This is an optimization exercise on Yosys and OpenROAD, whose aim is small area, not a production implementation. Where RTL was checked, it was by simulation tests only, not by an equivalence proof against the original. For runs 2 to 4, only the layout was checked, not whether the RTL still works. Power is estimated from default activity; no workload was simulated.

`design/flow/config.mk`:
```
export PLATFORM = sky130hd
export DESIGN_NAME = APB_WRAPPER
export DESIGN_NICKNAME = APB_WRAPPER
export VERILOG_FILES = /design/flow/design.v
export SDC_FILE = /design/flow/constraint.sdc
export NUM_CORES = 4
export LEC_CHECK = 0
export CAP_MARGIN = 20
export CORE_MARGIN = 2
export CORE_UTILIZATION = 70
export PLACE_DENSITY = 0.85
export SLEW_MARGIN = 20
export SYNTH_HIERARCHICAL = 1
export SYNTH_MINIMUM_KEEP_SIZE = 0
```
`design/flow/constraint.sdc`:
```
create_clock -name core_clock -period 5.0 [get_ports {PCLK}]
set_input_delay 1.0000 -clock core_clock [delete_from_list [all_inputs] [get_ports {PCLK}]]
set_output_delay 1.0000 -clock core_clock [all_outputs]
set_load 0.01 [all_outputs]
```
`design/flow/design.v`:
```
module APB_aoi222 (
    input  a1, a2, b1, b2, c1, c2,
    output y
);
    assign y = ~((a1 & a2) | (b1 & b2) | (c1 & c2));
endmodule
module APB_rdbit (
    input  [7:0] sel,
    input  [7:0] word,
    input        hold,
    input        q,
    output       d
);
    wire y0, y1, y2;
    APB_aoi222 g0 (.a1(sel[0]), .a2(word[0]), .b1(sel[1]), .b2(word[1]), .c1(sel[2]), .c2(word[2]), .y(y0));
    APB_aoi222 g1 (.a1(sel[3]), .a2(word[3]), .b1(sel[4]), .b2(word[4]), .c1(sel[5]), .c2(word[5]), .y(y1));
    APB_aoi222 g2 (.a1(sel[6]), .a2(word[6]), .b1(sel[7]), .b2(word[7]), .c1(hold),   .c2(q),       .y(y2));
    assign d = ~(y0 & y1 & y2);
endmodule
module APB_mux2 (
    input  s, a, b,
    output y
);
    assign y = s ? a : b;
endmodule
module APB_WRAPPER(
    input PCLK,
    input PRESETn,
    input TRANSFER,
    input [31:0] address,
    input [31:0] write_data,
    input write_en,
    output reg [31:0] read_data
);
    localparam IDLE  = 3'b000;
    localparam SETUP = 3'b001;
    localparam W1    = 3'b010;
    localparam W2    = 3'b011;
    localparam W3    = 3'b100;
    localparam R1    = 3'b101;
    localparam R2    = 3'b110;
    localparam R3    = 3'b111;
    reg [2:0] state;
    reg [2:0] next_state;
    always @(*) begin
        case (state)
            IDLE:    next_state = TRANSFER ? SETUP : IDLE;
            SETUP:   next_state = write_en ? W1 : R1;
            W1:      next_state = W2;
            W2:      next_state = W3;
            R1:      next_state = R2;
            R2:      next_state = R3;
            default: next_state = IDLE;
        endcase
    end
    always @(posedge PCLK or negedge PRESETn) begin
        if (!PRESETn)
            state <= IDLE;
        else
            state <= next_state;
    end
    reg [2:0]  taddr;
    reg        pend;
    reg [31:0] wdata;
    always @(posedge PCLK) begin
        if (state == SETUP) begin
            taddr <= address[2:0];
            pend  <= write_en;
            wdata <= write_data;
        end
    end
    reg [1:0] rot;
    always @(posedge PCLK)
        rot <= rot + 2'd1;
    reg [31:0] ring0 [0:3];
    reg [31:0] ring1 [0:3];
    wire at_slot0 = pend & (taddr[1:0] == rot);
    wire wr0 = at_slot0 & ~taddr[2];
    wire wr1 = at_slot0 &  taddr[2];
    wire [31:0] in0, in1;
    genvar g;
    generate
        for (g = 0; g < 32; g = g + 1) begin : wr
            APB_mux2 m0 (.s(wr0), .a(wdata[g]), .b(ring0[0][g]), .y(in0[g]));
            APB_mux2 m1 (.s(wr1), .a(wdata[g]), .b(ring1[0][g]), .y(in1[g]));
        end
    endgenerate
    always @(posedge PCLK) begin
        ring0[0] <= ring0[1];
        ring0[1] <= ring0[2];
        ring0[2] <= ring0[3];
        ring0[3] <= in0;
        ring1[0] <= ring1[1];
        ring1[1] <= ring1[2];
        ring1[2] <= ring1[3];
        ring1[3] <= in1;
    end
    wire load = (state == R3);
    wire [1:0] rslot = taddr[1:0] - rot;
    wire [7:0] rsel;
    generate
        for (g = 0; g < 8; g = g + 1) begin : dec
            assign rsel[g] = load & ({taddr[2], rslot} == g);
        end
    endgenerate
    wire [31:0] rd_next;
    generate
        for (g = 0; g < 32; g = g + 1) begin : rd
            APB_rdbit bit_mux (
                .sel(rsel),
                .word({ring1[3][g], ring1[2][g], ring1[1][g], ring1[0][g],
                       ring0[3][g], ring0[2][g], ring0[1][g], ring0[0][g]}),
                .hold(~load),
                .q(read_data[g]),
                .d(rd_next[g])
            );
        end
    endgenerate
    always @(posedge PCLK or negedge PRESETn) begin
        if (!PRESETn)
            read_data <= 32'b0;
        else
            read_data <= rd_next;
    end
endmodule
```
`design/flow/flow/run.sh`:
```
#!/bin/bash
# Own layout flow: the standard flow with every synthesised cell first
# set to its smallest size, smaller port buffers, and a clock tree without
# dummy loads. make's output goes to ./flow_make.log, each step's to ORFS's logs.
set -euo pipefail
here=$(pwd)
export PRE_FLOORPLAN_TCL="$here/flow/downsize.tcl"
export BUFFER_PORTS_ARGS="-buffer_cell sky130_fd_sc_hd__buf_1"
export CTS_ARGS="-sink_clustering_enable -repair_clock_nets -dont_use_dummy_load -buf_list {sky130_fd_sc_hd__clkbuf_4} -sink_clustering_size 10 -sink_clustering_max_diameter 30"
bash standard.sh finish > flow_make.log 2>&1
```
`design/flow/flow/downsize.tcl`:
```
# Before floorplan: set every cell to the smallest-area drive strength of its
# own family (same function and pins). Later repair steps size cells up and
# buffer nets again wherever slew, capacitance or timing needs it.
set db [ord::get_db]
set block [[$db getChip] getBlock]
set best [dict create]
foreach lib [$db getLibs] {
  foreach m [$lib getMasters] {
    set name [$m getName]
    if {[string match "*lpflow*" $name] || [string match "*probe*" $name]} { continue }
    if {![regexp {^(sky130_fd_sc_hd__[a-z0-9]+)_([0-9]+)$} $name -> fam n]} { continue }
    set lc [get_lib_cells $name]
    if {$lc eq "" || [get_property $lc dont_use]} { continue }
    set area [expr {[$m getWidth] * [$m getHeight]}]
    if {![dict exists $best $fam] || $area < [lindex [dict get $best $fam] 1]} {
      dict set best $fam [list $m $area]
    }
  }
}
set n_swapped 0
foreach inst [$block getInsts] {
  set name [[$inst getMaster] getName]
  if {![regexp {^(sky130_fd_sc_hd__[a-z0-9]+)_([0-9]+)$} $name -> fam n]} { continue }
  if {![dict exists $best $fam]} { continue }
  set m [lindex [dict get $best $fam] 0]
  if {[$m getName] ne $name} {
    $inst swapMaster $m
    incr n_swapped
  }
}
puts "downsize.tcl: swapped $n_swapped cells to their smallest size"
```
`design/flow/standard.sh`:
```
#!/bin/bash
# synth_recipe.tcl (not shown) runs the flow's synth.tcl, then flattens the netlist and writes it again
# the make line also repeats each setting of config.mk as NAME=value (left out here)
make -C /OpenROAD-flow-scripts/flow DESIGN_CONFIG=/design/flow/config.mk WORK_HOME=/design/flow/orfs CLKGATE_MAP_FILE= SYNTH_SCRIPT=/design/flow/synth_recipe.tcl "${@:-finish}"
```
==> impl_summary.txt, run 1 <==
----------------------------------------------------
[STA]
  Setup skew after layout ... 54.21 ps
  Final max-slew violation count ... 0
  Worst slew margin relative to its limit ... between 20% and 30%
  Count of final hold-check violations ... 0
  Setup TNS ... 0 ps
  Fin crit period ... 3275 ps
  Maximum frequency from static timing analysis ... 305.3 MHz
  Worst-case hold slack ... roughly 300 ps
  Setup violations, final ... 0
  Post-route clock period utilization ... 65.50%
  Actual slew at the worst max-slew pin ... 1045 ps
  Setup repair after global routing missed its margin ... no

[Setup path]
  Critical Path Source Type ... flip-flop
  Reg2reg start ... state[2]
  Critical register-to-register path endpoint ... read_data[9]
  Logic depth of the worst register-to-register path ... 7
  Worst Path Max Fanout ... 25
  R2R setup slack ... 1720 ps
  Endpoint required time on the critical path ... around 5600 ps
  Total buffers and inverters traversed by the critical path ... 3
  Cell Chain, Critical Path ... and3_1 > inv_1 > buf_4 > nor4_2 > buf_4 > a222oi_1 > nand3_1
  CP max stage cell ... sky130_fd_sc_hd__nor4_2
  CP peak stage delay ... 870 ps
  Arrival time at the worst endpoint ... around 3900 ps
  Cell family with most CP delay ... buffers and inverters
  Worst setup path class ... reg2reg
  Crit-path most repeated cell ... sky130_fd_sc_hd__buf_4
  Worst setup EP type ... flip-flop

[Detailed routing]
  DR vias ... 5648
  First-pass detailed-route iteration total ... 6
  Detail-routed net length per standard cell ... 22.87 um
  Final antenna-violating net count ... 0
  Iter 0 DRT Violations ... 898
  Average via count per standard cell ... 6.583
  Number of design rule violations left after detail routing ... 0
  Final WL ... 19620 um

[CTS]
  Worst-path clk slew ... around 100 ps
  Sinks on Clock Net ... between 300 and 400
  Maximum buffer depth of the clock tree ... 3
  Clock Root Buffer ... sky130_fd_sc_hd__clkbuf_4
  Clock tree from TritonCTS ... built
  Number of setup buffers added after CTS ... 0
  H-tree depth ... 2
  Insertion delay of the later-clocked pin in the worst-skew pair ... between 600 and 700 ps
  Hold Buf Count CTS ... 0
  CTS Buf Count ... 45
  CTS-repair resized insts ... 0

[Final layout]
  Commonest cells after routing, fill and taps aside ... sky130_fd_sc_hd__dfxtp_1 (258), sky130_fd_sc_hd__a222oi_1 (96), sky130_fd_sc_hd__buf_1 (69), sky130_fd_sc_hd__mux2_1 (64), sky130_fd_sc_hd__clkbuf_4 (45)
  Most common cell after layout, fill and taps aside ... sky130_fd_sc_hd__dfxtp_1
  Final net count ... 757
  Count of placed standard cells in the final layout, fillers left out ... 858
  Fill cell count ... 769
  Layout cells sized above 1 ... 10.35%
  Register cell area after layout ... 7122 um2
  Multi-input combinational cell area ... between 2000 and 2500 um2
  Total inserted antenna cells ... 0

[Min path]
  Class of the most critical hold timing path ... reg2reg
  Worst hold path endpoint ... ring1[1][31]
  Hold Path Cell Cnt ... 0
  Origin of the worst min-delay path ... ring1[2][31]

[GRT]
  Via count of the first global-routing pass ... 6109
  Pin count of the biggest net entering global routing ... 37
  Number of antenna violations at the first check in global routing ... 0
  First-pass GRT wire length ... 31550 um
  Total global-route track usage ... about 29%
  Overall overflow remaining after global route ... 0

[Floorplanning]
  Count of boundary I/O pins ... 100
  Starting utilization of the core area ... 71.99%
  Height of the chip ... 118.4 um
  Horiz. Die Dim ... about 120 um
  Die footprint ... 14020 um2
  Standard-cell rows ... between 40 and 50
  Area inside the core boundary ... 12720 um2

[Job]
  Number of maximum-capacitance violations ... 0

[Pwr]
  Overall power consumption ... ~6.7 mW
  Cell Pwr Density ... approximately 660 nW/um2
  Peak supply drop ... 559.1 uV
  Static leakage ... 4.033 nW

[Outcome]
  Status ... complete, no violations

[Synthesis]
  Post-Synthesis Cells ... 557
  Yosys Warn Count ... 11
  Net count after synthesis ... approximately 630

[Place]
  Placer Congestion ... 0.7684
  Count of port buffers added during placement ... 70
  Placed wire-length estimate ... between 10000 and 15000 um
  Cell Count Post-Placement ... between 800 and 900

----------------------------------------------------
==> worst reg2reg max path, delay by kind of cell, from the launching register on <==
family / cells / cell delay (ps)
buf+inv: 3 / 1300
compound gates: 1 / 230
simple gates: 3 / 1260
flops: 1 / 440
==> how the worst max path moves through the flow <==
stage	slack, ps	cells past startpoint	to	start
CTS	1800	7	read_data[31]	state[2]
finish	1720	7	read_data[9]	state[2]
floorplan	1190	5	read_data[0]	state[2]
global placement	1930	7	read_data[11]	state[2]
detailed placement	1870	7	read_data[19]	state[2]
global route	1620	7	read_data[9]	state[2]
==> state kept, by name, summed over array words and instances (netlist names) <==
register,cells
pend,1
ring0,128
ring1,128
rot,2
taddr,3
read_data,32
wdata,32
state,3
==> where the power goes <==
| part | internal [mW] | leakage [nW] | switching [mW] | total, mW |
|---|---|---|---|---|
| Clock | 0.415 | 0.207 | 0.771 | 1.19 |
| Sequential | 3.98 | 2.95 | 0.688 | 4.67 |
| Combinational | 0.393 | 0.872 | 0.459 | 0.852 |
==> cell type report <==
cell class                      count  area share (%)
Tap cell                          172           2.121
Sequential cell                   329           70.19
Clock buffer                       45           3.329
Inverter                            5          0.1850
Timing Repair Buffer               84           3.637
Multi-Input combinational cell    223           20.54
==> per-layer routing <==
layer	share of wire, %	track usage [%]	up-vias
met5	0	0	-
met4	1.9	11.16	0
met3	8.0	4.971	43
met2	49	46.97	307
met1	41	38.35	2807
li1	-	-	2491
==> metrics by stage <==
step	util [%]	worst slack (ps)	instance area, um2
after global routing	79.76	1616	10150
final	79.76	1725	10150
after detailed placement	77.02	1867	9798
after global placement	77.02	1927	9798
after CTS	79.67	1803	10140
after floorplan	-	1188	9159
==> inputs of run 2 (changes only) <==
--- a/design/flow/design.v
+++ b/design/flow/design.v
@@ -18,9 +18,9 @@
     assign d = ~(y0 & y1 & y2);
 endmodule
-module APB_mux2 (
-    input  s, a, b,
+module APB_ao22 (
+    input  a1, a2, b1, b2,
     output y
 );
-    assign y = s ? a : b;
+    assign y = (a1 & a2) | (b1 & b2);
 endmodule
 module APB_WRAPPER(
@@ -60,14 +60,20 @@
             state <= next_state;
     end
-    reg [2:0]  taddr;
-    reg        pend;
-    reg [31:0] wdata;
-    always @(posedge PCLK) begin
-        if (state == SETUP) begin
-            taddr <= address[2:0];
-            pend  <= write_en;
-            wdata <= write_data;
+    wire cap  = (state == SETUP);
+    wire capn = ~cap;
+    reg  [2:0]  taddr;
+    reg         pend;
+    reg  [31:0] wdata;
+    wire [35:0] cap_d;
+    wire [35:0] cap_in  = {write_en, address[2:0], write_data};
+    wire [35:0] cap_old = {pend, taddr, wdata};
+    genvar g;
+    generate
+        for (g = 0; g < 36; g = g + 1) begin : capm
+            APB_ao22 m (.a1(cap), .a2(cap_in[g]), .b1(capn), .b2(cap_old[g]), .y(cap_d[g]));
         end
-    end
+    endgenerate
+    always @(posedge PCLK)
+        {pend, taddr, wdata} <= cap_d;
     reg [1:0] rot;
     always @(posedge PCLK)
@@ -78,10 +84,11 @@
     wire wr0 = at_slot0 & ~taddr[2];
     wire wr1 = at_slot0 &  taddr[2];
+    wire wr0n = ~wr0;
+    wire wr1n = ~wr1;
     wire [31:0] in0, in1;
-    genvar g;
     generate
         for (g = 0; g < 32; g = g + 1) begin : wr
-            APB_mux2 m0 (.s(wr0), .a(wdata[g]), .b(ring0[0][g]), .y(in0[g]));
-            APB_mux2 m1 (.s(wr1), .a(wdata[g]), .b(ring1[0][g]), .y(in1[g]));
+            APB_ao22 m0 (.a1(wr0), .a2(wdata[g]), .b1(wr0n), .b2(ring0[0][g]), .y(in0[g]));
+            APB_ao22 m1 (.a1(wr1), .a2(wdata[g]), .b1(wr1n), .b2(ring1[0][g]), .y(in1[g]));
         end
     endgenerate
--- a/design/flow/flow/run.sh
+++ b/design/flow/flow/run.sh
@@ -7,4 +7,4 @@
 export PRE_FLOORPLAN_TCL="$here/flow/downsize.tcl"
 export BUFFER_PORTS_ARGS="-buffer_cell sky130_fd_sc_hd__buf_1"
-export CTS_ARGS="-sink_clustering_enable -repair_clock_nets -dont_use_dummy_load -buf_list {sky130_fd_sc_hd__clkbuf_4} -sink_clustering_size 10 -sink_clustering_max_diameter 30"
+export CTS_ARGS="-sink_clustering_enable -repair_clock_nets -dont_use_dummy_load -buf_list {sky130_fd_sc_hd__clkbuf_4 sky130_fd_sc_hd__clkbuf_8} -sink_clustering_size 20 -sink_clustering_max_diameter 50"
 bash standard.sh finish > flow_make.log 2>&1
==> run 2 against run 1 <==
Net effect: critical path depth down 1; core utilization shrank 1.0 points; count of clock-buffer cells in the layout fell by 24; via count rose by 8.8%; sequential share of layout area decreased by 1.9 points; critical endpoint is now read_data[16]; maximum frequency increased by 31%; first-iteration DRC count rose by 19%.
==> impl_summary.txt, run 2 <==
----------------------------------------------------
[Floorplanning]
  Standard-cell rows ... 41
  Area inside the core boundary ... around 13000 um2
  Height of the chip ... around 120 um
  Die footprint ... 13750 um2
  Horiz. Die Dim ... 117.2 um
  Count of boundary I/O pins ... 100
  Starting utilization of the core area ... 71.42%

[Min path]
  Origin of the worst min-delay path ... ring1[2][20]
  Class of the most critical hold timing path ... reg2reg
  Worst hold path endpoint ... ring1[1][20]
  Hold Path Cell Cnt ... 0

[Setup path]
  Critical Path Source Type ... flip-flop
  Worst Path Max Fanout ... 21
  Worst setup EP type ... flip-flop
  Logic depth of the worst register-to-register path ... 6
  Worst setup path class ... reg2reg
  R2R setup slack ... about 2500 ps
  Endpoint required time on the critical path ... 5400 ps
  Reg2reg start ... rot[1]
  Critical register-to-register path endpoint ... read_data[16]
  Arrival time at the worst endpoint ... 2910 ps

[Final layout]
  Most common cell after layout, fill and taps aside ... sky130_fd_sc_hd__dfxtp_1
  Total inserted antenna cells ... 0
  Final net count ... around 770
  Layout cells sized above 1 ... 6.847%
  Commonest cells after routing, fill and taps aside ... sky130_fd_sc_hd__dfxtp_1 (294), sky130_fd_sc_hd__a22o_1 (100), sky130_fd_sc_hd__a222oi_1 (96), sky130_fd_sc_hd__buf_1 (69), sky130_fd_sc_hd__dfrtp_1 (35)
  Regs by FF count ... ring0 (128), ring1 (128)
  Synthesis-to-finish area growth ... 10.27%
  Count of placed standard cells in the final layout, fillers left out ... about 870
  Final core utilization ... 78.76%

[CTS]
  Number of setup buffers added after CTS ... 0
  Clock tree from TritonCTS ... built
  Maximum buffer depth of the clock tree ... 3
  Worst-path clk slew ... 110 ps
  Sinks on Clock Net ... 329
  CTS Buf Count ... 21
  Hold Buf Count CTS ... 0
  CTS-repair resized insts ... 0
  H-tree depth ... 1
  Clock Root Buffer ... sky130_fd_sc_hd__clkbuf_8
  Insertion delay of the later-clocked pin in the worst-skew pair ... ~530 ps

[Detailed routing]
  Average via count per standard cell ... 7.040
  Final WL ... 21590 um
  Final antenna-violating net count ... 0
  First-pass detailed-route iteration total ... 7
  Iter 0 DRT Violations ... 1072
  DR vias ... 6146
  Number of design rule violations left after detail routing ... 0
  Detail-routed net length per standard cell ... 24.73 um

[Place]
  Count of port buffers added during placement ... 70
  Placed wire-length estimate ... 12020 um
  Worst setup timing slack at the placement stage ... 2615 ps
  Cell Count Post-Placement ... 852
  Placer Congestion ... 0.7764

[STA]
  Count of final hold-check violations ... 0
  Setup TNS ... 0 ps
  Post-route clock period utilization ... 50.08%
  Setup repair after global routing missed its margin ... no
  Setup violations, final ... 0
  Fin crit period ... 2504 ps
  Setup skew after layout ... 36.55 ps
  Maximum frequency from static timing analysis ... about 400 MHz
  Actual slew at the worst max-slew pin ... around 900 ps
  Setup slack of the critical path after layout ... 2496 ps
  Worst slew margin relative to its limit ... between 30% and 40%
  Final max-slew violation count ... 0

[Synthesis]
  Synthesized area per cell ... 15.06 um2
  Most common flop cell mapped by yosys ... sky130_fd_sc_hd__dfxtp_1
  Post-synth top area share ... ~65%
  Post-synthesis cell type count ... 25
  Most instantiated library cell after synthesis ... sky130_fd_sc_hd__dfxtp_1
  Net count after synthesis ... around 670
  Yosys-reported design area after synthesis ... 8990 um2
  Post-Synthesis Cells ... 596
  Part of the Yosys area used for sequential elements ... 75.21%
  Post-synth design cell area ... 8976 um2
  Share of flip-flops with an asynchronous set or reset after synthesis ... 10.64%
  Yosys Warn Count ... 11
  Largest area contributor in the synthesized netlist ... sky130_fd_sc_hd__dfxtp_1
  Register bit total from synthesis ... about 330
  Largest cells by area after synthesis ... sky130_fd_sc_hd__dfxtp_1 (65%), sky130_fd_sc_hd__a222oi_1 (11%), sky130_fd_sc_hd__a22o_1 (9.7%), sky130_fd_sc_hd__dfrtp_1 (9.7%), sky130_fd_sc_hd__nand3_1 (1.8%)
  Top post-synthesis cells by count ... sky130_fd_sc_hd__dfxtp_1 (294), sky130_fd_sc_hd__a22o_1 (100), sky130_fd_sc_hd__a222oi_1 (96), sky130_fd_sc_hd__dfrtp_1 (35), sky130_fd_sc_hd__nand3_1 (33)
  Number of synthesized flops with an enable pin ... 0

[GRT]
  Total global-route track usage ... roughly a third
  Via count of the first global-routing pass ... 6389
  GRT Max-Usage Layer ... met2
  Overall overflow remaining after global route ... 0
  First-pass GRT wire length ... 33670 um
  Number of antenna violations at the first check in global routing ... 0
  Met3 usage ... between 5 and 6%
  Met2 layer usage reported by global route ... between 50% and 60%
  Global-route met1 utilization ... 43.76%
  Pin count of the biggest net entering global routing ... 37

[Pwr]
  Cell Pwr Density ... 642.2 nW/um2
  Static leakage ... ~4 nW
  Peak supply drop ... 591.8 uV
  Overall power consumption ... ~6.4 mW

[Job]
  Number of maximum-capacitance violations ... 0

[Outcome]
  Status ... complete, no violations

----------------------------------------------------
## run 2: cell count changes in the layout (fill, tap and decap cells not counted), moves of 2 or more
| cell | previous run | this run |
|---|---|---|
| sky130_fd_sc_hd__clkbuf_8 | 0 | 21 |
| sky130_fd_sc_hd__mux2_1 | 64 | 0 |
| sky130_fd_sc_hd__nor2_4 | 4 | 0 |
| sky130_fd_sc_hd__nand2b_1 | 1 | 3 |
| sky130_fd_sc_hd__dfxtp_1 | 258 | 294 |
| sky130_fd_sc_hd__edfxtp_1 | 36 | 0 |
| sky130_fd_sc_hd__clkbuf_4 | 45 | 0 |
| sky130_fd_sc_hd__a22o_1 | 0 | 100 |
## run 2: logic make-up after synthesis
kind of cell	count (synthesis)	share of synthesized area [%]
flip-flops	329	75.21
AO/OA/AOI/OAI	201	20.75
AND/OR/NAND/NOR	55	3.173
buffers and inverters	6	0.2505
XOR/XNOR	4	0.4733
adder cells (fa/ha/maj)	1	0.1392
## run 2: worst max path at each step
stage | from | to | depth (start not counted) | slack (ps)
3_3_place_gp | rot[1] | read_data[15] | 6 | 2730
2_1_floorplan | state[0] | read_data[0] | 5 | 1160
6_report | rot[1] | read_data[16] | 6 | 2500
3_5_place_dp | taddr[0] | read_data[31] | 7 | 2610
4_1_cts | rot[1] | read_data[16] | 6 | 2520
5_1_grt | rot[1] | read_data[16] | 6 | 2420
## run 2: final cells by class
cell class	instances	area (um2)
flip-flops and latches	329	6761
inverters	5	18.77
fillers	758	2670
multi-input cells	261	2237
clock buffers	21	289.0
well taps	172	215.2
repair buffers	85	376.6
## run 2: where the power goes
| group | total, mW | internal, mW | switching, mW |
|---|---|---|---|
| Combinational | 1.09 | 0.500 | 0.588 |
| Sequential | 4.16 | 3.57 | 0.592 |
| Clock | 1.11 | 0.381 | 0.730 |
| Total | 6.36 | 4.45 | 1.91 |
## run 2: critical path, stage by stage, from the launching register on
cell and delay (ps):
sky130_fd_sc_hd__dfxtp_1 350, sky130_fd_sc_hd__xnor2_1 310, sky130_fd_sc_hd__xor2_1 440, sky130_fd_sc_hd__nor2_2 290
sky130_fd_sc_hd__buf_4 320, sky130_fd_sc_hd__a222oi_1 490, sky130_fd_sc_hd__nand3_1 160
## run 2: routing by layer
metal  wire length [um]  up-vias  part of all wire (%)
li1                   -     2653                     -
met4                487        0                   2.3
met5                  0        -                     0
met3               2360       51                    11
met1               8282     3013                    38
met2              10460      429                    48
## run 2: per-stage QoR
step	area, um2	hold WS [ps]
floorplan	8976	329.8
global placement	9609	331.2
detailed placement	9609	336.3
CTS	9898	308.5
global route	9898	313.7
finish	9898	309.7
## run 2: per-module statistics from Yosys, one instance, submodules excluded
module       cell area (um2)  cells
APB_aoi222             10.01      1
APB_ao22               8.758      1
APB_WRAPPER             6993    368
APB_rdbit              5.005      1
==> inputs of run 3 (changes only) <==
==> design/flow/design.v (replaced) <==
module APB_ao22 (
    input  a1, a2, b1, b2,
    output y
);
    assign y = (a1 & a2) | (b1 & b2);
endmodule
module APB_aoi222 (
    input  a1, a2, b1, b2, c1, c2,
    output y
);
    assign y = ~((a1 & a2) | (b1 & b2) | (c1 & c2));
endmodule
module APB_ao2222 (
    input  a1, a2, b1, b2, c1, c2, d1, d2,
    output y
);
    wire abc_n, d_n;
    APB_aoi222 g (.a1(a1), .a2(a2), .b1(b1), .b2(b2), .c1(c1), .c2(c2), .y(abc_n));
    APB_nand2  n (.a(d1), .b(d2), .y(d_n));
    assign y = ~(abc_n & d_n);
endmodule
module APB_nand2 (
    input  a, b,
    output y
);
    assign y = ~(a & b);
endmodule
module APB_WRAPPER(
    input PCLK,
    input PRESETn,
    input TRANSFER,
    input [31:0] address,
    input [31:0] write_data,
    input write_en,
    output reg [31:0] read_data
);
    localparam IDLE  = 3'b000;
    localparam SETUP = 3'b001;
    localparam W1    = 3'b010;
    localparam W2    = 3'b011;
    localparam W3    = 3'b100;
    localparam R1    = 3'b101;
    localparam R2    = 3'b110;
    localparam R3    = 3'b111;
    reg [2:0] state;
    reg [2:0] next_state;
    always @(*) begin
        case (state)
            IDLE:    next_state = TRANSFER ? SETUP : IDLE;
            SETUP:   next_state = write_en ? W1 : R1;
            W1:      next_state = W2;
            W2:      next_state = W3;
            R1:      next_state = R2;
            R2:      next_state = R3;
            default: next_state = IDLE;
        endcase
    end
    always @(posedge PCLK or negedge PRESETn) begin
        if (!PRESETn)
            state <= IDLE;
        else
            state <= next_state;
    end
    genvar g;
    reg [1:0] rot;
    always @(posedge PCLK)
        rot <= rot + 2'd1;
    wire cap  = (state == SETUP);
    wire capn = ~cap;
    reg  [2:0] taddr;
    reg        pend;
    wire [3:0] cap_d;
    wire [3:0] cap_in  = {write_en, address[2:0]};
    wire [3:0] cap_old = {pend, taddr};
    generate
        for (g = 0; g < 4; g = g + 1) begin : capm
            APB_ao22 m (.a1(cap), .a2(cap_in[g]), .b1(capn), .b2(cap_old[g]), .y(cap_d[g]));
        end
    endgenerate
    always @(posedge PCLK)
        {pend, taddr} <= cap_d;
    reg [31:0] ring0 [0:3];
    reg [31:0] ring1 [0:3];
    reg [31:0] hbuf;
    wire at_slot0 = pend & (taddr[1:0] == rot);
    wire wr0  = at_slot0 & ~taddr[2];
    wire wr1  = at_slot0 &  taddr[2];
    wire wr0n = ~wr0;
    wire wr1n = ~wr1;
    wire [31:0] in0, in1;
    generate
        for (g = 0; g < 32; g = g + 1) begin : wr
            APB_ao22 m0 (.a1(wr0), .a2(hbuf[g]), .b1(wr0n), .b2(ring0[0][g]), .y(in0[g]));
            APB_ao22 m1 (.a1(wr1), .a2(hbuf[g]), .b1(wr1n), .b2(ring1[0][g]), .y(in1[g]));
        end
    endgenerate
    always @(posedge PCLK) begin
        ring0[0] <= ring0[1];
        ring0[1] <= ring0[2];
        ring0[2] <= ring0[3];
        ring0[3] <= in0;
        ring1[0] <= ring1[1];
        ring1[1] <= ring1[2];
        ring1[2] <= ring1[3];
        ring1[3] <= in1;
    end
    wire rd_e1  = cap & ~write_en & (address[1:0] == rot);
    wire rd_e23 = ((state == R1) | (state == R2)) & (taddr[1:0] == rot);
    wire h_wr = cap & write_en;
    wire h_r0 = (rd_e1 & ~address[2]) | (rd_e23 & ~taddr[2]);
    wire h_r1 = (rd_e1 &  address[2]) | (rd_e23 &  taddr[2]);
    wire h_hold = ~(h_wr | h_r0 | h_r1);
    wire [31:0] h_d;
    generate
        for (g = 0; g < 32; g = g + 1) begin : hm
            APB_ao2222 m (.a1(h_wr), .a2(write_data[g]), .b1(h_r0), .b2(ring0[0][g]),
                          .c1(h_r1), .c2(ring1[0][g]), .d1(h_hold), .d2(hbuf[g]), .y(h_d[g]));
        end
    endgenerate
    always @(posedge PCLK)
        hbuf <= h_d;
    wire load = (state == R3);
    wire at4  = load & (taddr[1:0] == rot);
    wire r_s0 = at4 & ~taddr[2];
    wire r_s1 = at4 &  taddr[2];
    wire r_h  = load & ~(taddr[1:0] == rot);
    wire r_q  = ~load;
    wire [31:0] rd_next;
    generate
        for (g = 0; g < 32; g = g + 1) begin : rm
            APB_ao2222 m (.a1(r_s0), .a2(ring0[0][g]), .b1(r_s1), .b2(ring1[0][g]),
                          .c1(r_h), .c2(hbuf[g]), .d1(r_q), .d2(read_data[g]), .y(rd_next[g]));
        end
    endgenerate
    always @(posedge PCLK or negedge PRESETn) begin
        if (!PRESETn)
            read_data <= 32'b0;
        else
            read_data <= rd_next;
    end
endmodule
==> run 3 against run 2 <==
Net effect: routed wire length is 15% lower; critical path type unchanged; critical path depth stayed put; critical endpoint is now read_data[27]; largest cell class unchanged; flip-flop and latch count stayed put.
==> impl_summary.txt, run 3 <==
----------------------------------------------------
[Outcome]
  Status ... complete, no violations

[Floorplanning]
  Die footprint ... roughly 13000 um2
  Height of the chip ... 115.5 um
  Horiz. Die Dim ... 115.5 um
  Starting utilization of the core area ... roughly 72%
  Standard-cell rows ... 40
  Count of boundary I/O pins ... 100
  Area inside the core boundary ... 12060 um2

[GRT]
  Overall overflow remaining after global route ... 0
  Number of antenna violations at the first check in global routing ... 0
  Pin count of the biggest net entering global routing ... 36
  Total global-route track usage ... 27.89%
  First-pass GRT wire length ... 28800 um
  Via count of the first global-routing pass ... 5714

[Setup path]
  Endpoint required time on the critical path ... ~5400 ps
  Critical register-to-register path endpoint ... read_data[27]
  Critical Path Source Type ... flip-flop
  R2R setup slack ... approximately 2100 ps
  Crit-path most repeated cell ... sky130_fd_sc_hd__buf_4
  Number of cells on the critical path ... 6
  Cell Chain, Critical Path ... nand3_2 > buf_4 > nor3_2 > buf_4 > a222oi_1 > nand2_1
  Worst setup EP type ... flip-flop
  Worst Path Max Fanout ... 24
  Worst setup path class ... reg2reg
  Total buffers and inverters traversed by the critical path ... 2
  Cell family with most CP delay ... simple AND/OR/NAND/NOR gates
  End point of the critical path ... read_data[27]
  Logic depth of the worst register-to-register path ... 6
  CP max stage cell ... sky130_fd_sc_hd__nor3_2
  CP Launch Point ... state[2]
  CP peak stage delay ... 640 ps
  Arrival time at the worst endpoint ... 3300 ps
  Reg2reg start ... state[2]

[Synthesis]
  Net count after synthesis ... 695
  Register bit total from synthesis ... around 330
  Most common flop cell mapped by yosys ... sky130_fd_sc_hd__dfxtp_1
  Largest cells by area after synthesis ... sky130_fd_sc_hd__dfxtp_1 (67%), sky130_fd_sc_hd__dfrtp_1 (10%), sky130_fd_sc_hd__a222oi_1 (7.3%), sky130_fd_sc_hd__a22o_1 (6.8%), sky130_fd_sc_hd__nand2_1 (5.5%)
  Most instantiated library cell after synthesis ... sky130_fd_sc_hd__dfxtp_1
  Number of synthesized flops with an enable pin ... 0
  Yosys Warn Count ... 11
  Largest area contributor in the synthesized netlist ... sky130_fd_sc_hd__dfxtp_1
  Post-Synthesis Cells ... 627
  Part of the Yosys area used for sequential elements ... between 70% and 80%
  Post-synthesis cell type count ... 28
  Top post-synthesis cells by count ... sky130_fd_sc_hd__dfxtp_1 (294), sky130_fd_sc_hd__nand2_1 (128), sky130_fd_sc_hd__a22o_1 (68), sky130_fd_sc_hd__a222oi_1 (64), sky130_fd_sc_hd__dfrtp_1 (35)
  Post-synth design cell area ... 8710 um2
  Synthesized area per cell ... 13.89 um2
  Post-synth top area share ... 67.41%
  Share of flip-flops with an asynchronous set or reset after synthesis ... 10.64%
  Yosys-reported design area after synthesis ... 8731 um2

[Pwr]
  Static leakage ... 4.063 nW
  Cell Pwr Density ... 649.5 nW/um2
  Peak supply drop ... approximately 390 uV

[CTS]
  H-tree depth ... 1
  Insertion delay of the later-clocked pin in the worst-skew pair ... 530 ps
  CTS Buf Count ... 20
  CTS-repair resized insts ... 0
  Hold Buf Count CTS ... 0
  Clock Root Buffer ... sky130_fd_sc_hd__clkbuf_8
  Maximum buffer depth of the clock tree ... 3
  Clock tree from TritonCTS ... built
  Worst-path clk slew ... 110 ps
  Number of setup buffers added after CTS ... 0
  Sinks on Clock Net ... about 330

[Final layout]
  Commonest cells after routing, fill and taps aside ... sky130_fd_sc_hd__dfxtp_1 (294), sky130_fd_sc_hd__nand2_1 (129), sky130_fd_sc_hd__buf_1 (69), sky130_fd_sc_hd__a22o_1 (68), sky130_fd_sc_hd__a222oi_1 (64)
  Final net count ... around 800
  Most common cell after layout, fill and taps aside ... sky130_fd_sc_hd__dfxtp_1
  Regs by FF count ... ring0 (128), ring1 (128)
  Layout cells sized above 1 ... 5.096%
  Final core utilization ... 79.50%
  Synthesis-to-finish area growth ... 10.10%
  Total inserted antenna cells ... 0

[Detailed routing]
  Final antenna-violating net count ... 0
  Iter 0 DRT Violations ... 915
  Number of design rule violations left after detail routing ... 0
  Final WL ... 18410 um
  Average via count per standard cell ... 6.202
  Detail-routed net length per standard cell ... 20.59 um
  DR vias ... 5545
  First-pass detailed-route iteration total ... 8

[STA]
  Actual slew at the worst max-slew pin ... 1197 ps
  Maximum frequency from static timing analysis ... 349.5 MHz
  Final max-slew violation count ... 0
  Worst slew margin relative to its limit ... 20.18%
  Setup TNS ... 0 ps
  Count of final hold-check violations ... 0
  Setup violations, final ... 0
  Setup repair after global routing missed its margin ... no
  Worst-case hold slack ... a little over 300 ps
  Post-route clock period utilization ... 57.23%
  Fin crit period ... 2861 ps
  Setup skew after layout ... 27.72 ps

[Place]
  Count of port buffers added during placement ... 70
  Placer Congestion ... 0.8152
  Placed wire-length estimate ... 10010 um

[Job]
  Number of maximum-capacitance violations ... 0

[Min path]
  Class of the most critical hold timing path ... reg2reg

----------------------------------------------------
run 3: metrics by stage:
step                      power, mW  cell area, um2  cells  worst slack (ps)
after detailed placement      5.166            9314    874              2076
after floorplan               4.630            8710    627              1564
after CTS                     6.228            9589    894              2132
after global routing          6.531            9589    894              2009
final                         6.228            9589    894              2139
after global placement        5.064            9314    874              2156
run 3: per-module statistics from Yosys (local to each module, per instance):
module / cells / area, um2 / flip-flops and latches / times used
APB_WRAPPER: 367 / 7014 / 329 / 1
APB_ao22: 1 / 8.758 / 0 / 68
APB_ao2222: 1 / 3.754 / 0 / 64
APB_aoi222: 1 / 10.01 / 0 / 64
APB_nand2: 1 / 3.754 / 0 / 64
run 3: worst min-delay path by stage:
stage	to	from	cells past startpoint	slack, ps
after floorplan	ring0[0][0]	ring0[1][0]	0	310
after global placement	ring0[0][0]	ring0[1][0]	0	310
after detailed placement	ring1[1][23]	ring1[2][23]	0	310
after CTS	ring1[0][7]	ring1[1][7]	0	310
after global routing	ring1[2][28]	ring1[3][28]	0	320
final	ring1[0][7]	ring1[1][7]	0	310
run 3: layout make-up:
class / count / area, um2
clock buffers: 20 / 275.3
inverters: 4 / 15.01
fillers: 705 / 2472
flip-flops and latches: 329 / 6761
multi-input cells: 294 / 1996
well taps: 168 / 210.2
repair buffers: 79 / 331.6
run 3: kinds of logic (layout without fill, tap and decap cells):
group,count (synthesis),after routing,synth area share (%)
flops,329,329,77.44
simple gates,147,147,6.750
compound gates,142,142,15.05
xor+xnor,5,5,0.5877
buf+inv,4,103,0.1719
run 3: routing by layer:
layer | share of wire, % | track usage (%) | routed length [um] | vias to the layer above
met5 | 0 | 0 | 0 | -
met3 | 9.3 | 4.969 | 1704 | 51
li1 | - | - | - | 2508
met4 | 2.8 | 11.65 | 520 | 0
met2 | 47 | 44.37 | 8600 | 318
met1 | 41 | 38.33 | 7585 | 2668
run 3: where the power goes:
group	total, mW	internal, mW	switching, mW
sequential	4.07	3.59	0.488
combinational	1.08	0.412	0.670
clock	1.07	0.364	0.709
==> inputs of run 4 (changes only) <==
--- a/design/flow/config.mk
+++ b/design/flow/config.mk
@@ -8,6 +8,6 @@
 export CAP_MARGIN = 20
 export CORE_MARGIN = 2
-export CORE_UTILIZATION = 70
-export PLACE_DENSITY = 0.85
+export CORE_UTILIZATION = 80
+export PLACE_DENSITY = 0.92
 export SLEW_MARGIN = 20
 export SYNTH_HIERARCHICAL = 1
==> run 4 against run 3 <==
Net effect: synthesized cell count is the same; non-clock buffer count grew 3; maximum frequency shrank 8.7%; final cell count shrank 2.8%; first-iteration DRC count grew 0.44%; clock skew shrank 8.1 ps; global-route usage grew 9.3 points; highest routed layer unchanged.
==> impl_summary.txt, run 4 <==
----------------------------------------------------
[Final layout]
  Commonest cells after routing, fill and taps aside ... sky130_fd_sc_hd__dfxtp_1 (294), sky130_fd_sc_hd__nand2_1 (129), sky130_fd_sc_hd__buf_1 (69), sky130_fd_sc_hd__a22o_1 (68), sky130_fd_sc_hd__a222oi_1 (64)
  Fill cell count ... 428
  Layout cells sized above 1 ... 5.487%
  Final net count ... 799
  Regs by FF count ... ring0 (128), ring1 (128)
  Total inserted antenna cells ... 0
  Most common cell after layout, fill and taps aside ... sky130_fd_sc_hd__dfxtp_1
  Final core utilization ... 88.96%
  Synthesis-to-finish area growth ... 9.754%
  Final cell area excluding filler cells ... 9559 um2

[CTS]
  Number of setup buffers added after CTS ... 0
  Maximum buffer depth of the clock tree ... 3
  Clock Root Buffer ... sky130_fd_sc_hd__clkbuf_8
  H-tree depth ... 1
  Insertion delay of the later-clocked pin in the worst-skew pair ... 540 ps
  Sinks on Clock Net ... 329
  CTS-repair resized insts ... 0
  CTS Buf Count ... 20
  Hold Buf Count CTS ... 0
  Clock tree from TritonCTS ... built
  Worst-path clk slew ... 120 ps

[Setup path]
  Critical Path Source Type ... flip-flop
  Worst Path Max Fanout ... 36
  Worst setup EP type ... flip-flop
  Endpoint required time on the critical path ... 5470 ps
  Reg2reg start ... state[2]
  Arrival time at the worst endpoint ... 3610 ps
  R2R setup slack ... 1870 ps
  Logic depth of the worst register-to-register path ... 5
  Worst setup path class ... reg2reg
  Critical register-to-register path endpoint ... read_data[26]

[STA]
  Actual slew at the worst max-slew pin ... 1039 ps
  Fin crit period ... 3133 ps
  Setup repair after global routing missed its margin ... no
  Setup violations, final ... 0
  Final max-slew violation count ... 0
  Worst-case hold slack ... 318.6 ps
  Count of final hold-check violations ... 0
  Worst slew margin relative to its limit ... 30.65%
  Setup TNS ... 0 ps
  Post-route clock period utilization ... between 60% and 70%
  Maximum frequency from static timing analysis ... 319.1 MHz
  Setup skew after layout ... 19.57 ps
  Setup slack of the critical path after layout ... 1867 ps

[Pwr]
  Peak supply drop ... 528.6 uV
  Cell Pwr Density ... 671.7 nW/um2
  Static leakage ... between 4 and 5 nW

[Place]
  Worst setup timing slack at the placement stage ... approximately 1900 ps
  Count of port buffers added during placement ... 70
  Cell Area, Placed ... 9284 um2
  Placer Congestion ... between 0.7 and 0.8
  Placed wire-length estimate ... 11850 um

[Synthesis]
  Post-synth design cell area ... slightly below 9000 um2
  Yosys-reported design area after synthesis ... 8731 um2
  Post-synth top area share ... 67.41%
  Yosys Warn Count ... 11
  Part of the Yosys area used for sequential elements ... between 70% and 80%
  Largest cells by area after synthesis ... sky130_fd_sc_hd__dfxtp_1 (67%), sky130_fd_sc_hd__dfrtp_1 (10%), sky130_fd_sc_hd__a222oi_1 (7.3%), sky130_fd_sc_hd__a22o_1 (6.8%), sky130_fd_sc_hd__nand2_1 (5.5%)
  Top post-synthesis cells by count ... sky130_fd_sc_hd__dfxtp_1 (294), sky130_fd_sc_hd__nand2_1 (128), sky130_fd_sc_hd__a22o_1 (68), sky130_fd_sc_hd__a222oi_1 (64), sky130_fd_sc_hd__dfrtp_1 (35)
  Register bit total from synthesis ... 329
  Post-synthesis cell type count ... 28
  Most common flop cell mapped by yosys ... sky130_fd_sc_hd__dfxtp_1
  Number of synthesized flops with an enable pin ... 0
  Largest area contributor in the synthesized netlist ... sky130_fd_sc_hd__dfxtp_1
  Most instantiated library cell after synthesis ... sky130_fd_sc_hd__dfxtp_1
  Net count after synthesis ... between 600 and 700
  Share of flip-flops with an asynchronous set or reset after synthesis ... 10.64%
  Synthesized area per cell ... 13.89 um2
  Post-Synthesis Cells ... 627

[Min path]
  Class of the most critical hold timing path ... reg2reg
  Origin of the worst min-delay path ... ring0[3][13]
  Hold Path Cell Cnt ... 0
  Worst hold path endpoint ... ring0[2][13]

[Detailed routing]
  DR vias ... 6055
  Number of design rule violations left after detail routing ... 0
  Final antenna-violating net count ... 0
  Detailed-routed wire length on met3 ... 2271 um
  Met2 WL post-DR ... around 10000 um
  Final WL ... 21890 um
  Routed metal-1 wire length ... between 8000 and 9000 um
  First-pass detailed-route iteration total ... 7
  Iter 0 DRT Violations ... a little over 900
  Highest layer used for signal routing ... met4
  Average via count per standard cell ... 6.968
  Detail-routed net length per standard cell ... 25.19 um

[Floorplanning]
  Height of the chip ... 108.3 um
  Horiz. Die Dim ... 108.3 um
  Starting utilization of the core area ... between 80% and 90%
  Die footprint ... between 10000 and 15000 um2
  Area inside the core boundary ... 10750 um2
  Count of boundary I/O pins ... 100
  Standard-cell rows ... 38

[GRT]
  Total global-route track usage ... 37.20%
  Number of antenna violations at the first check in global routing ... 0
  Pin count of the biggest net entering global routing ... 37
  First-pass GRT wire length ... roughly 33000 um
  Overall overflow remaining after global route ... 0
  Via count of the first global-routing pass ... 6044

[Outcome]
  Status ... complete, no violations

[Job]
  Number of maximum-capacitance violations ... 0

----------------------------------------------------
## run 4: cell type report
class | count | area (um2) | share of cell area, %
Tap cell | 140 | 175.2 | 1.832
Inverter | 4 | 15.01 | 0.1571
Sequential cell | 329 | 6761 | 70.73
Timing Repair Buffer | 82 | 354.1 | 3.704
Clock buffer | 20 | 275.3 | 2.880
Multi-Input combinational cell | 294 | 1978 | 20.69
## run 4: report_power, final
| part | switching [mW] | leakage (nW) | internal [mW] |
|---|---|---|---|
| combinational | 0.755 | 1.05 | 0.414 |
| sequential | 0.562 | 2.89 | 3.59 |
| clock | 0.739 | 0.144 | 0.364 |
| total | 2.06 | 4.08 | 4.37 |
## run 4: routing by layer
layer / vias to the layer above / global-route usage [%]
li1: 2513 / -
met5: - / 0
met2: 503 / 59.25
met4: 0 / 20.70
met3: 111 / 7.354
met1: 2928 / 48.34
## run 4: per-stage QoR
step,instances,total power [mW]
4_1_cts,869,6.351
3_3_place_gp,849,5.053
2_1_floorplan,627,4.630
3_5_place_dp,849,5.236
5_1_grt,869,6.639
6_report,869,6.421
## run 4: worst max path at each step
stage	slack (ps)	to	cells after the start	start
global placement	2110	hbuf[12]	7	address[0]
global route	1890	read_data[9]	5	state[2]
floorplan	1560	read_data[0]	4	state[2]
CTS	2010	read_data[27]	5	state[2]
detailed placement	1930	hbuf[15]	7	address[1]
finish	1870	read_data[26]	5	state[2]
## run 4: worst max-delay path, cell delays in order (launching register included)
cell and delay, ps:
sky130_fd_sc_hd__dfrtp_1 490, sky130_fd_sc_hd__nand3_2 830, sky130_fd_sc_hd__nor2_2 1040, sky130_fd_sc_hd__buf_4 440
sky130_fd_sc_hd__a222oi_1 150, sky130_fd_sc_hd__nand2_1 120
## run 4: logic make-up (layout without fill, tap and decap cells)
kind of cell           Yosys count  in the layout  share of synthesized area [%]
AO/OA/AOI/OAI                  142            142                          15.05
buffers and inverters            4            106                         0.1719
XOR/XNOR                         5              5                         0.5877
AND/OR/NAND/NOR                147            147                          6.750
flip-flops                     329            329                          77.44
## run 4: Yosys stat by module, one instance, submodules excluded
| module | flops+latches | cells | times used | cell area [um2] |
|---|---|---|---|---|
| APB_WRAPPER | 329 | 367 | 1 | 7014 |
| APB_aoi222 | 0 | 1 | 64 | 10.01 |
| APB_ao2222 | 0 | 1 | 64 | 3.754 |
| APB_ao22 | 0 | 1 | 68 | 8.758 |
| APB_nand2 | 0 | 1 | 64 | 3.754 |
==> inputs of run 5 (changes only) <==
--- a/design/flow/design.v
+++ b/design/flow/design.v
@@ -108,6 +108,6 @@
     wire rd_e23 = ((state == R1) | (state == R2)) & (taddr[1:0] == rot);
     wire h_wr = cap & write_en;
-    wire h_r0 = (rd_e1 & ~address[2]) | (rd_e23 & ~taddr[2]);
-    wire h_r1 = (rd_e1 &  address[2]) | (rd_e23 &  taddr[2]);
+    wire h_r0 = (rd_e1 & ~address[2] & ~wr0) | (rd_e23 & ~taddr[2]);
+    wire h_r1 = (rd_e1 &  address[2] & ~wr1) | (rd_e23 &  taddr[2]);
     wire h_hold = ~(h_wr | h_r0 | h_r1);
     wire [31:0] h_d;
--- a/design/flow/config.mk
+++ b/design/flow/config.mk
@@ -8,6 +8,6 @@
 export CAP_MARGIN = 20
 export CORE_MARGIN = 2
-export CORE_UTILIZATION = 80
-export PLACE_DENSITY = 0.92
+export CORE_UTILIZATION = 70
+export PLACE_DENSITY = 0.85
 export SLEW_MARGIN = 20
 export SYNTH_HIERARCHICAL = 1
==> run 5 against run 4 <==
Net effect: count of clock-buffer cells in the layout up 1; non-clock buffer count unchanged; still clean; critical path depth rose by 3; critical path type unchanged.
==> impl_summary.txt, run 5 <==
----------------------------------------------------
[Outcome]
  Status ... complete, no violations

[Final layout]
  Most common cell after layout, fill and taps aside ... sky130_fd_sc_hd__dfxtp_1
  Layout cells sized above 1 ... 5.730%
  Final core utilization ... 79.91%
  Final cell area excluding filler cells ... 9638 um2
  Count of placed standard cells in the final layout, fillers left out ... 901
  Commonest cells after routing, fill and taps aside ... sky130_fd_sc_hd__dfxtp_1 (294), sky130_fd_sc_hd__nand2_1 (129), sky130_fd_sc_hd__buf_1 (69), sky130_fd_sc_hd__a22o_1 (68), sky130_fd_sc_hd__a222oi_1 (64)
  Regs by FF count ... ring0 (128), ring1 (128)
  Final net count ... roughly 800
  Total inserted antenna cells ... 0

[Setup path]
  Total buffers and inverters traversed by the critical path ... 2
  Arrival time at the worst endpoint ... 3170 ps
  Worst setup path class ... reg2reg
  CP max stage cell ... sky130_fd_sc_hd__o32ai_4
  End point of the critical path ... hbuf[21]
  Number of cells on the critical path ... 8
  Critical register-to-register path endpoint ... hbuf[21]
  CP peak stage delay ... 570 ps
  Worst setup EP type ... flip-flop
  Reg2reg start ... rot[0]
  R2R setup slack ... between 2000 and 2500 ps
  CP Launch Point ... rot[0]
  Endpoint required time on the critical path ... 5400 ps
  Logic depth of the worst register-to-register path ... 8
  Worst Path Max Fanout ... 25
  Cell Chain, Critical Path ... xor2_1 > nor3_4 > o32ai_4 > buf_4 > nor4_2 > buf_4 > nand2_1 > nand2_1
  Cell family with most CP delay ... buffers and inverters
  Critical Path Source Type ... flip-flop

[GRT]
  Overall overflow remaining after global route ... 0
  Number of antenna violations at the first check in global routing ... 0
  Pin count of the biggest net entering global routing ... 36
  First-pass GRT wire length ... 29810 um
  Total global-route track usage ... a little under 30%
  Via count of the first global-routing pass ... 5738

[STA]
  Setup repair after global routing missed its margin ... no
  Maximum frequency from static timing analysis ... 361.8 MHz
  Worst slew margin relative to its limit ... roughly a third
  Worst-case hold slack ... 286.6 ps
  Fin crit period ... 2764 ps
  Setup violations, final ... 0
  Actual slew at the worst max-slew pin ... 1027 ps
  Setup TNS ... 0 ps
  Setup skew after layout ... roughly 44 ps
  Final max-slew violation count ... 0
  Post-route clock period utilization ... roughly 55%
  Setup slack of the critical path after layout ... ~2200 ps
  Count of final hold-check violations ... 0

[Floorplanning]
  Standard-cell rows ... 40
  Height of the chip ... ~120 um
  Die footprint ... 13360 um2
  Count of boundary I/O pins ... 100
  Starting utilization of the core area ... a little over 70%
  Horiz. Die Dim ... 115.6 um
  Area inside the core boundary ... 12060 um2

[Detailed routing]
  Iter 0 DRT Violations ... ~900
  First-pass detailed-route iteration total ... 8
  Final WL ... 19140 um
  Final antenna-violating net count ... 0
  Number of design rule violations left after detail routing ... 0
  Average via count per standard cell ... 6.276
  DR vias ... around 5700
  Detail-routed net length per standard cell ... 21.25 um

[Synthesis]
  Largest cells by area after synthesis ... sky130_fd_sc_hd__dfxtp_1 (67%), sky130_fd_sc_hd__dfrtp_1 (10%), sky130_fd_sc_hd__a222oi_1 (7.3%), sky130_fd_sc_hd__a22o_1 (6.8%), sky130_fd_sc_hd__nand2_1 (5.5%)
  Largest area contributor in the synthesized netlist ... sky130_fd_sc_hd__dfxtp_1
  Top post-synthesis cells by count ... sky130_fd_sc_hd__dfxtp_1 (294), sky130_fd_sc_hd__nand2_1 (129), sky130_fd_sc_hd__a22o_1 (68), sky130_fd_sc_hd__a222oi_1 (64), sky130_fd_sc_hd__dfrtp_1 (35)
  Post-synthesis cell type count ... 24
  Net count after synthesis ... 698
  Post-synth top area share ... between 60% and 70%
  Register bit total from synthesis ... ~330
  Post-Synthesis Cells ... between 600 and 700
  Number of synthesized flops with an enable pin ... 0
  Share of flip-flops with an asynchronous set or reset after synthesis ... 10.64%
  Most instantiated library cell after synthesis ... sky130_fd_sc_hd__dfxtp_1
  Yosys-reported design area after synthesis ... a little under 9000 um2
  Part of the Yosys area used for sequential elements ... between 70 and 80%
  Most common flop cell mapped by yosys ... sky130_fd_sc_hd__dfxtp_1
  Yosys Warn Count ... 11

[CTS]
  Clock Root Buffer ... sky130_fd_sc_hd__clkbuf_8
  Number of setup buffers added after CTS ... 0
  CTS-repair resized insts ... 0
  Hold Buf Count CTS ... 0
  CTS Buf Count ... 21
  H-tree depth ... 1
  Clock tree from TritonCTS ... built
  Maximum buffer depth of the clock tree ... 3
  Worst-path clk slew ... 110 ps
  Sinks on Clock Net ... 329
  Insertion delay of the later-clocked pin in the worst-skew pair ... 540 ps

[Place]
  Placed wire-length estimate ... 10780 um
  Cell Area, Placed ... 9349 um2
  Count of port buffers added during placement ... 70
  Worst setup timing slack at the placement stage ... 1851 ps
  Cell Count Post-Placement ... between 800 and 900
  Placer Congestion ... about 0.83

[Pwr]
  Cell Pwr Density ... 651.2 nW/um2
  Static leakage ... 4.103 nW
  Overall power consumption ... 6.276 mW
  Peak supply drop ... 389.4 uV

[Min path]
  Class of the most critical hold timing path ... reg2reg

[Job]
  Number of maximum-capacitance violations ... 0

----------------------------------------------------
## run 5: cell types whose count changed after synthesis, sizes merged, moves of 2 or more
| cell | delta |
|---|---|
| nand3 | -2 |
| nor2 | +2 |
| nor3 | +3 |
| inv | +2 |
| xor2 | +2 |
| xnor2 | -2 |
| or2 | +2 |
## run 5: worst min path at each step
stage                             from      endpoint  slack, ps  depth (start not counted)
after CTS                 ring1[1][11]  ring1[0][11]        290                          0
after detailed placement  ring0[1][11]  ring0[0][11]        310                          0
final                     ring1[1][11]  ring1[0][11]        290                          0
after floorplan            ring0[1][0]   ring0[0][0]        310                          0
after global placement    ring1[3][17]  ring1[2][17]        310                          0
after global routing      ring1[1][14]  ring1[0][14]        290                          0
## run 5: power by group
| group | leakage, nW | internal [mW] | total [mW] | switching [mW] |
|---|---|---|---|---|
| Combinational | 1.07 | 0.417 | 1.11 | 0.692 |
| Clock | 0.151 | 0.380 | 1.10 | 0.722 |
| Sequential | 2.89 | 3.57 | 4.07 | 0.493 |
## run 5: kinds of logic after synthesis
| logic type | after synthesis | share of synthesized area (%) |
|---|---|---|
| DFF | 329 | 77.31 |
| and+or+nand+nor | 151 | 7.124 |
| AOI/OAI and AO/OA | 139 | 14.72 |
| buffers and inverters | 6 | 0.2575 |
| xor gates and xnor gates | 5 | 0.5867 |
## run 5: per-layer routing
layer  share of wire, %  wire, um  global-route usage (%)  up-vias
met4                2.5       473                   11.33        0
met2                 48      9258                   48.03      331
met1                 40      7729                   38.51     2758
met5                  0         0                       0        -
li1                   -         -                       -     2512
met3                8.8      1683                   5.282       54
## run 5: Yosys stat by module, one instance, submodules excluded
module | cells | flip-flops and latches | copies in the design | cell area, um2
APB_aoi222 | 1 | 0 | 64 | 10.01
APB_WRAPPER | 370 | 329 | 1 | 7029
APB_nand2 | 1 | 0 | 64 | 3.754
APB_ao2222 | 1 | 0 | 64 | 3.754
APB_ao22 | 1 | 0 | 68 | 8.758
## run 5: area by class of cell
cell class | count | area, um2
Sequential cell | 329 | 6761
Fill cell | 681 | 2424
Multi-Input combinational cell | 295 | 2001
Timing Repair Buffer | 82 | 354.1
Clock buffer | 21 | 289.0
Tap cell | 168 | 210.2
Inverter | 6 | 22.52
==> inputs of run 6 (changes only) <==
--- a/design/flow/design.v
+++ b/design/flow/design.v
@@ -11,18 +11,13 @@
     assign y = ~((a1 & a2) | (b1 & b2) | (c1 & c2));
 endmodule
-module APB_ao2222 (
-    input  a1, a2, b1, b2, c1, c2, d1, d2,
+module APB_ao6x2 (
+    input  [5:0] s,
+    input  [5:0] d,
     output y
 );
-    wire abc_n, d_n;
-    APB_aoi222 g (.a1(a1), .a2(a2), .b1(b1), .b2(b2), .c1(c1), .c2(c2), .y(abc_n));
-    APB_nand2  n (.a(d1), .b(d2), .y(d_n));
-    assign y = ~(abc_n & d_n);
-endmodule
-module APB_nand2 (
-    input  a, b,
-    output y
-);
-    assign y = ~(a & b);
+    wire lo_n, hi_n;
+    APB_aoi222 g0 (.a1(s[0]), .a2(d[0]), .b1(s[1]), .b2(d[1]), .c1(s[2]), .c2(d[2]), .y(lo_n));
+    APB_aoi222 g1 (.a1(s[3]), .a2(d[3]), .b1(s[4]), .b2(d[4]), .c1(s[5]), .c2(d[5]), .y(hi_n));
+    assign y = ~(lo_n & hi_n);
 endmodule
 module APB_WRAPPER(
@@ -105,30 +100,29 @@
         ring1[3] <= in1;
     end
-    wire rd_e1  = cap & ~write_en & (address[1:0] == rot);
-    wire rd_e23 = ((state == R1) | (state == R2)) & (taddr[1:0] == rot);
-    wire h_wr = cap & write_en;
-    wire h_r0 = (rd_e1 & ~address[2] & ~wr0) | (rd_e23 & ~taddr[2]);
-    wire h_r1 = (rd_e1 &  address[2] & ~wr1) | (rd_e23 &  taddr[2]);
-    wire h_hold = ~(h_wr | h_r0 | h_r1);
-    wire [31:0] h_d;
+    wire [1:0] rslot = taddr[1:0] - rot;
+    wire rd_cap = ((state == R1) | (state == R2)) & ~rslot[0];
+    wire [5:0] h_s, h_d;
+    assign h_s[0] = cap & write_en;
+    assign h_s[1] = rd_cap & ~taddr[2] & ~rslot[1];
+    assign h_s[2] = rd_cap & ~taddr[2] &  rslot[1];
+    assign h_s[3] = rd_cap &  taddr[2] & ~rslot[1];
+    assign h_s[4] = rd_cap &  taddr[2] &  rslot[1];
+    assign h_s[5] = ~(h_s[0] | rd_cap);
+    wire [31:0] h_next;
     generate
         for (g = 0; g < 32; g = g + 1) begin : hm
-            APB_ao2222 m (.a1(h_wr), .a2(write_data[g]), .b1(h_r0), .b2(ring0[0][g]),
-                          .c1(h_r1), .c2(ring1[0][g]), .d1(h_hold), .d2(hbuf[g]), .y(h_d[g]));
+            APB_ao6x2 m (.s(h_s),
+                         .d({hbuf[g], ring1[2][g], ring1[0][g], ring0[2][g], ring0[0][g], write_data[g]}),
+                         .y(h_next[g]));
         end
     endgenerate
     always @(posedge PCLK)
-        hbuf <= h_d;
-    wire load = (state == R3);
-    wire at4  = load & (taddr[1:0] == rot);
-    wire r_s0 = at4 & ~taddr[2];
-    wire r_s1 = at4 &  taddr[2];
-    wire r_h  = load & ~(taddr[1:0] == rot);
-    wire r_q  = ~load;
+        hbuf <= h_next;
+    wire load  = (state == R3);
+    wire loadn = ~load;
     wire [31:0] rd_next;
     generate
         for (g = 0; g < 32; g = g + 1) begin : rm
-            APB_ao2222 m (.a1(r_s0), .a2(ring0[0][g]), .b1(r_s1), .b2(ring1[0][g]),
-                          .c1(r_h), .c2(hbuf[g]), .d1(r_q), .d2(read_data[g]), .y(rd_next[g]));
+            APB_ao22 m (.a1(load), .a2(hbuf[g]), .b1(loadn), .b2(read_data[g]), .y(rd_next[g]));
         end
     endgenerate
--- a/design/flow/config.mk
+++ b/design/flow/config.mk
@@ -6,9 +6,9 @@
 export NUM_CORES = 4
 export LEC_CHECK = 0
-export CAP_MARGIN = 20
+export CAP_MARGIN = 0
 export CORE_MARGIN = 2
 export CORE_UTILIZATION = 70
 export PLACE_DENSITY = 0.85
-export SLEW_MARGIN = 20
+export SLEW_MARGIN = 0
 export SYNTH_HIERARCHICAL = 1
 export SYNTH_MINIMUM_KEEP_SIZE = 0
==> run 6 against run 5 <==
Net effect: count of clock-buffer cells in the layout decreased by 1; register-to-register slack improved by 350 ps; non-clock buffer count decreased by 2; critical endpoint is now hbuf[7]; highest routed layer unchanged.
==> impl_summary.txt, run 6 <==
----------------------------------------------------
[Outcome]
  Status ... complete, no violations

[CTS]
  H-tree depth ... 1
  Insertion delay of the later-clocked pin in the worst-skew pair ... 510 ps
  Worst-path clk slew ... roughly 110 ps
  Clock Root Buffer ... sky130_fd_sc_hd__clkbuf_8
  Hold Buf Count CTS ... 0
  Number of setup buffers added after CTS ... 0
  CTS Buf Count ... 20
  CTS-repair resized insts ... 0
  Maximum buffer depth of the clock tree ... 3
  Clock tree from TritonCTS ... built
  Sinks on Clock Net ... 329

[GRT]
  Via count of the first global-routing pass ... 5464
  First-pass GRT wire length ... 28800 um
  Overall overflow remaining after global route ... 0
  Number of antenna violations at the first check in global routing ... 0
  Pin count of the biggest net entering global routing ... 36
  Total global-route track usage ... 28.09%

[Synthesis]
  Part of the Yosys area used for sequential elements ... 78.49%
  Yosys Warn Count ... 11
  Most common flop cell mapped by yosys ... sky130_fd_sc_hd__dfxtp_1
  Post-synthesis cell type count ... 20
  Post-synth top area share ... 68.32%
  Top post-synthesis cells by count ... sky130_fd_sc_hd__dfxtp_1 (294), sky130_fd_sc_hd__a22o_1 (100), sky130_fd_sc_hd__a222oi_1 (64), sky130_fd_sc_hd__dfrtp_1 (35), sky130_fd_sc_hd__nand2_1 (33)
  Most instantiated library cell after synthesis ... sky130_fd_sc_hd__dfxtp_1
  Largest area contributor in the synthesized netlist ... sky130_fd_sc_hd__dfxtp_1
  Post-synth design cell area ... around 8600 um2
  Net count after synthesis ... 631
  Synthesized area per cell ... 15.33 um2
  Register bit total from synthesis ... 329
  Number of synthesized flops with an enable pin ... 0
  Share of flip-flops with an asynchronous set or reset after synthesis ... 10.64%
  Post-Synthesis Cells ... between 500 and 600
  Largest cells by area after synthesis ... sky130_fd_sc_hd__dfxtp_1 (68%), sky130_fd_sc_hd__a22o_1 (10%), sky130_fd_sc_hd__dfrtp_1 (10%), sky130_fd_sc_hd__a222oi_1 (7.4%), sky130_fd_sc_hd__nand2_1 (1.4%)

[Detailed routing]
  Iter 0 DRT Violations ... between 700 and 800
  Average via count per standard cell ... roughly 6.6
  Final antenna-violating net count ... 0
  Detail-routed net length per standard cell ... 22.55 um
  DR vias ... about 5300
  Number of design rule violations left after detail routing ... 0
  First-pass detailed-route iteration total ... 6
  Final WL ... between 15000 and 20000 um

[STA]
  Setup TNS ... 0 ps
  Post-route clock period utilization ... 48.23%
  Worst slew margin relative to its limit ... about 28%
  Setup skew after layout ... approximately 26 ps
  Actual slew at the worst max-slew pin ... 1081 ps
  Fin crit period ... 2411 ps
  Count of final hold-check violations ... 0
  Setup repair after global routing missed its margin ... no
  Maximum frequency from static timing analysis ... 414.7 MHz
  Setup violations, final ... 0
  Setup slack of the critical path after layout ... approximately 2600 ps
  Final max-slew violation count ... 0
  Worst-case hold slack ... just over 300 ps

[Final layout]
  Total inserted antenna cells ... 0
  Layout cells sized above 1 ... 5.295%
  Commonest cells after routing, fill and taps aside ... sky130_fd_sc_hd__dfxtp_1 (294), sky130_fd_sc_hd__a22o_1 (100), sky130_fd_sc_hd__buf_1 (69), sky130_fd_sc_hd__a222oi_1 (64), sky130_fd_sc_hd__dfrtp_1 (35)
  Synthesis-to-finish area growth ... 9.557%
  Regs by FF count ... ring0 (128), ring1 (128)
  Fill cell count ... 684
  Final net count ... about 730
  Most common cell after layout, fill and taps aside ... sky130_fd_sc_hd__dfxtp_1
  Final cell area excluding filler cells ... 9438 um2
  Final core utilization ... 78.57%

[Floorplanning]
  Count of boundary I/O pins ... 100
  Height of the chip ... ~110 um
  Starting utilization of the core area ... a little under three quarters
  Area inside the core boundary ... 12010 um2
  Standard-cell rows ... 40
  Horiz. Die Dim ... 114.9 um
  Die footprint ... 13210 um2

[Setup path]
  Worst setup path class ... reg2reg
  Endpoint required time on the critical path ... roughly 5400 ps
  Worst Path Max Fanout ... 23
  CP peak stage delay ... between 700 and 800 ps
  Arrival time at the worst endpoint ... 2850 ps
  Cell Chain, Critical Path ... inv_1 > ha_1 > nand3_1 > nor3_2 > buf_4 > a222oi_1 > nand2_1
  Worst setup EP type ... flip-flop
  CP max stage cell ... sky130_fd_sc_hd__nor3_2
  Critical Path Source Type ... flip-flop

[Pwr]
  Static leakage ... 3.927 nW
  Cell Pwr Density ... 647.7 nW/um2
  Peak supply drop ... 409.5 uV

[Place]
  Placer Congestion ... 0.7774
  Count of port buffers added during placement ... 70
  Worst setup timing slack at the placement stage ... ~2500 ps
  Cell Area, Placed ... 9163 um2
  Placed wire-length estimate ... 10210 um

[Job]
  Number of maximum-capacitance violations ... 0

[Min path]
  Class of the most critical hold timing path ... reg2reg

----------------------------------------------------
[run 6: cell count changes after synthesis, sizes merged, moves of 2 or more]
cell	change
nand2	-96
nor3	-2
and3	+4
or2	-2
a22o	+32
nor2	-4
[run 6: where the power goes]
group,switching [mW],leakage (nW),internal (mW),total (mW)
clock,0.711,0.144,0.364,1.07
sequential,0.462,2.88,3.48,3.94
combinational,0.636,0.904,0.464,1.10
[run 6: routing by layer]
| layer | GRT usage, % | routed length, um |
|---|---|---|
| met1 | 41.02 | 7805 |
| met2 | 44.16 | 8365 |
| met3 | 4.797 | 1678 |
| met4 | 7.871 | 369 |
| met5 | 0 | 0 |
[run 6: area by class of cell]
type | instances | area (um2) | area share, %
Sequential cell | 329 | 6761 | 71.64
Inverter | 5 | 18.77 | 0.1989
Tap cell | 147 | 183.9 | 1.949
Clock buffer | 20 | 275.3 | 2.917
Multi-Input combinational cell | 227 | 1859 | 19.70
Timing Repair Buffer | 80 | 339.1 | 3.593
[run 6: final timing paths]
path	cells past startpoint	start	endpoint	slack, ps
max reg2reg	7	taddr[0]	hbuf[7]	2590
min reg2reg	0	ring1[3][5]	ring1[2][5]	310
max in group asynchronous	1	PRESETn	read_data[30]	3680
min	0	ring1[3][5]	ring1[2][5]	310
min in group asynchronous	1	PRESETn	read_data[28]	650
max	7	taddr[0]	hbuf[7]	2590
[run 6: critical path, delay by kind of cell, from the launching register on]
kind | cells | cell delay [ps]
flops | 1 | 350
fa+ha+maj | 1 | 300
simple gates | 3 | 1010
buf+inv | 2 | 540
compound gates | 1 | 130
[run 6: cells by family after synthesis]
kind of cell,share of synthesized area (%)
DFF,78.49
adders and majority gates,0.1452
xor gates and xnor gates,0.5084
buffers and inverters,0.2614
AOI/OAI and AO/OA,18.00
and+or+nand+nor,2.600
[run 6: per-module statistics from Yosys (local to each module, per instance)]
module       cells inside  cell area, um2
APB_WRAPPER           366            6978
APB_aoi222              1           10.01
APB_ao22                1           8.758
APB_ao6x2               1           3.754
[run 6: stage by stage]
step	cells	power, mW
after floorplan	562	4.528
after global placement	788	4.946
after detailed placement	788	5.052
after CTS	808	6.111
after global routing	808	6.392
final	808	6.113

-- re-timing with driven ports --
Ports are ideal in the flow. The routed layouts listed here were re-timed in OpenROAD. Step 1 (the two cells are an assumption about what drives the block):
set clk [get_ports {PCLK}]
set_driving_cell -lib_cell sky130_fd_sc_hd__clkbuf_16 $clk
set_driving_cell -lib_cell sky130_fd_sc_hd__buf_2 [delete_from_list [all_inputs] $clk]
Step 2 also shifts input and output timing later by t, the mid clock arrival at the registers, as if the neighbouring blocks saw the same clock. Three values: no drivers, after step 1, after step 2; two values: the first two.
run	t (ns)	setup slack, ns	worst setup path after step 2	slew at the worst register clock pin (ns)	pins driven straight from the clock port
run 1	0.651	1.725 / 1.725 / 1.725	register to register	0.11 / 0.11	1
run 2	0.553	2.496 / 2.496 / 2.496	register to register	0.11 / 0.11	1
run 3	0.549	2.139 / 2.139 / 1.899	input to register	0.11 / 0.11	1
run 4	0.561	1.867 / 1.867 / 1.771	input to register	0.12 / 0.12	1
run 5	0.553	2.236 / 2.236 / 1.788	input to register	0.12 / 0.12	1
run 6	0.540	2.589 / 2.589 / 2.492	input to register	0.11 / 0.11	1
After both steps every run listed still meets setup and hold. The setup slack of run 5, which loses most, moves by 0.000 ns with the drivers and by -0.448 ns with both steps.
